This is an optimization exercise on Yosys and OpenROAD, whose aim is a short achievable clock period and few clock cycles, not a production implementation.
The RTL was checked by simulation tests, not by an equivalence proof against the original design.
Power and IR drop assume default switching activity.

== lane 1 ==
// microprocessor
module microprocessor(
  input             clk,
  input             sys_rst,
  input      [15:0] din,
  output     [15:0] dout,
  output     [15:0] imem_addr,
  input      [31:0] imem_data,
  output     [15:0] dmem_addr,
  output            dmem_we,
  input      [15:0] dmem_rdata,
  output            halted
);
Size: roughly 1900 flip-flops.
Settings: LEC_CHECK=0, CAP_MARGIN=20, CORE_MARGIN=2, CORE_UTILIZATION=30, SLEW_MARGIN=20; clock period 30.0 ns.
standard.sh (not shown) runs the stock make flow with config.mk's settings and CLKGATE_MAP_FILE= SYNTH_SCRIPT=/design/flow/synth_recipe.tcl, a recipe that flattens the netlist after the stock synthesis.
==> flow/flow/run.sh <==
#!/bin/bash
# The standard flow (standard.sh: ORFS with the standard flow's config.mk and SDC,
# unchanged), asking the timing repair steps for extra setup slack so that
# they keep shortening paths well below the 30 ns clock. The clock, the
# constraints and the synthesis are the standard ones.
set -o pipefail
bash standard.sh SETUP_SLACK_MARGIN=23 TNS_END_PERCENT=100 finish > standard.log 2>&1
Testbench counts of lane 1, summed over its fixed seeds: cycles 34,585.
The following lists how lane 2 was set up differently from lane 1:
--- a/flow/design.v
+++ b/flow/design.v
@@ -245,17 +245,17 @@
 wire yd_s = |(seldy & gsign);
 wire yd_z = |(seldy & GZ);
 wire [15:0] y_src2 = y_im ? y_isrc : y_gpr2;
 wire m_hz = m_v & ((uses_rs1 & (rs1 == m_rd)) | (uses_rs2 & (rs2 == m_rd)) | (rd == m_rd) |
                    (IR_f & (IR_frd == m_rd)) |
                    (op == OP_MOVSGPR) | (op == OP_HALT) | (op == OP_JS) | (op == OP_JNS));
 wire d_hz = d_busy & ((uses_rs1 & (rs1 == d_rd)) | (uses_rs2 & (rs2 == d_rd)) |
                       (rd == d_rd) | (IR_f & (IR_frd == d_rd)) | (op == OP_DIV) | (op == OP_HALT));
-wire sb_hz = ((op_store | (IR2_v & y_store)) & sb_v & ~dwe_r) | (op_ld & dwe_r);
+wire sb_hz = ((op_store | (IR2_v & y_store) | (op == OP_HALT)) & sb_v & ~dwe_r) | (op_ld & dwe_r);
 wire y_hz = IR2_v & ((m_v & ((y_uses1 & (y_rs1 == m_rd)) | (y_uses2 & (y_rs2 == m_rd)) |
                              (y_rd == m_rd) | (y_op == OP_MOVSGPR))) |
                      (d_busy & ((y_uses1 & (y_rs1 == d_rd)) | (y_uses2 & (y_rs2 == d_rd)) |
                                 (y_rd == d_rd))));
 wire ex_stall    = m_hz | d_hz | sb_hz | y_hz;
 wire ex_complete = ex_valid & ~ex_stall;
 wire [15:0] addb = op_sub ? ~src2 : src2;
 wire [16:0] sum  = ks16(src1, addb, op_sub);
@@ -429,17 +429,17 @@
 always @(*) begin
   pt_known = 1'b0;
   for (pb2 = 0; pb2 < NP; pb2 = pb2 + 1)
     if (pt_v[pb2] && pt_key[pb2] == pv_pc) pt_known = 1'b1;
 end
 wire pt_fill = ex_complete & ~IR2_v & ~IR_f & p_alu & ps_ok & p_first & ~p_dep &
                (pv_pc == IR_pc - 16'd1) & ~pt_known;
 wire f_ld = (f_op == OP_LD);
-wire next_ld = redirect ? 1'b0 : advance ? f_ld : op_ld;
+wire next_ld = advance ? f_ld : op_ld;
 wire [15:0] next_ld_addr = advance ? imem_data[15:0] : isrc;
 wire        st_y   = IR2_v & y_store;
 wire        st_new = ex_complete & (op_store | st_y);
 wire        sbn_v    = st_new | (sb_v & ~dwe_r);
 wire [15:0] sbn_addr = ~st_new ? sb_addr : st_y ? y_isrc : isrc;
 wire [15:0] sbn_data = ~st_new ? sb_data :
                        st_y ? ((y_op == OP_STD) ? din : y_src1) :
                        ((op == OP_STD) ? din : src1);
@@ -460,18 +460,21 @@
 reg  [31:0] d_init;
 integer c;
 always @(*) begin
   d_c0 = 2'd0;
   for (c = 1; c < 4; c = c + 1)
     if (gek[c]) d_c0 = c;
   d_init = {16'd0, src1} << (12 - 4 * d_c0);
 end
-wire [15:0] pc_next = bt_hit ? (bt_take ? bt_tgt[bt_idx] : f_base + 16'd1) :
-                      (f_taken & ~pt_hit) ? imem_data[15:0] : f_base;
+wire [15:0] pc_fold = IR_fpred ? IR_pc + (IR2_v ? 16'd3 : 16'd2) : IR_ftgt;
+wire [15:0] pc_adv  = bt_hit ? (bt_take ? bt_tgt[bt_idx] : f_base + 16'd1) : f_base;
+wire [15:0] pc_early = redirect_j ? (ex_cond ? isrc : IR_pc + 16'd1) : advance ? pc_adv : PC;
+wire        f_sel   = advance & ~redirect_j & ~bt_hit & ~pt_hit;
+wire [15:0] pc_d    = redirect_f ? pc_fold : (f_sel & f_taken) ? imem_data[15:0] : pc_early;
 integer i;
 always @(posedge clk) begin
   if (sys_rst) begin
     PC       <= 16'd0;
     PC_o     <= 16'd0;
     IR_v     <= 1'b0;
     halted_r <= 1'b0;
     sign     <= 1'b0;
@@ -486,29 +489,23 @@
     ps_ok    <= 1'b0;
     bt_ptr   <= 2'd0;
     pt_ptr   <= 3'd0;
     for (i = 0; i < NB; i = i + 1)
       bt_v[i] <= 1'b0;
     for (i = 0; i < NP; i = i + 1)
       pt_v[i] <= 1'b0;
   end else begin
-    if (redirect) begin
-      PC   <= redirect_pc;
+    PC <= pc_d;
+    if (~halted_r)
+      PC_o <= pc_d;
+    if (redirect)
       IR_v <= 1'b0;
-    end else if (advance) begin
-      PC   <= pc_next;
+    else if (advance)
       IR_v <= 1'b1;
-    end
-    if (~halted_r) begin
-      if (redirect)
-        PC_o <= redirect_pc;
-      else if (advance)
-        PC_o <= pc_next;
-    end
     if (ex_complete & (op == OP_HALT))
       halted_r <= 1'b1;
     if (ex_complete) begin
       pv_ok <= (IR2_v | foldable) & ~IR_f;
       ps_ok <= ~IR2_v & ~IR_f;
     end
     if (bt_fill) begin
       bt_v[bt_ptr] <= 1'b1;
## What came out
- The post-synth design cell area in lane 2 sits 2.4% below the value recorded for lane 1.
- Between lane 2 and lane 1, the clock power figures differ only marginally.
- Compared with lane 1, in lane 2 first-pass GRT wire length now smaller, pin count of the biggest net entering global routing now larger.
- Against lane 1, lane 2 comes in 0.5 points lower on sequential fraction of design power.
- Lane 1 ended up with more cell instances than lane 2 did.
Testbench counts of lane 2, summed over its fixed seeds: cycles 34,585.

-- port drivers added, routing unchanged --
The flow's constraints put no driver on any port. The routed layouts listed below were extracted and timed again, unchanged, in two steps. Step 1 sets driving cells, clkbuf_16 on the clock port and buf_2 on the other inputs (assumed; they add their load-dependent delay and slew). Step 2 adds t to the input delays and takes it off the output delays; t is the mean of the earliest and latest rising clock arrival at the registers after step 1. Input paths then give back, and output paths get back, about the clock's delay inside the block. a / b / c = ideal ports / drivers / drivers and shift; a / b = the first two.
run | t (ns) | slack for setup (ns) | clock arrival spread, ns
lane 1 | 1.094 | 22.192 / 22.192 / 21.315 | 0.103 / 0.103
lane 2 | 1.141 | 22.474 / 22.342 / 21.658 | 0.164 / 0.164
After both steps setup and hold are still met in every run listed. The setup slack of lane 1, which loses most, moves by 0.000 ns with the drivers and by -0.877 ns with both steps.
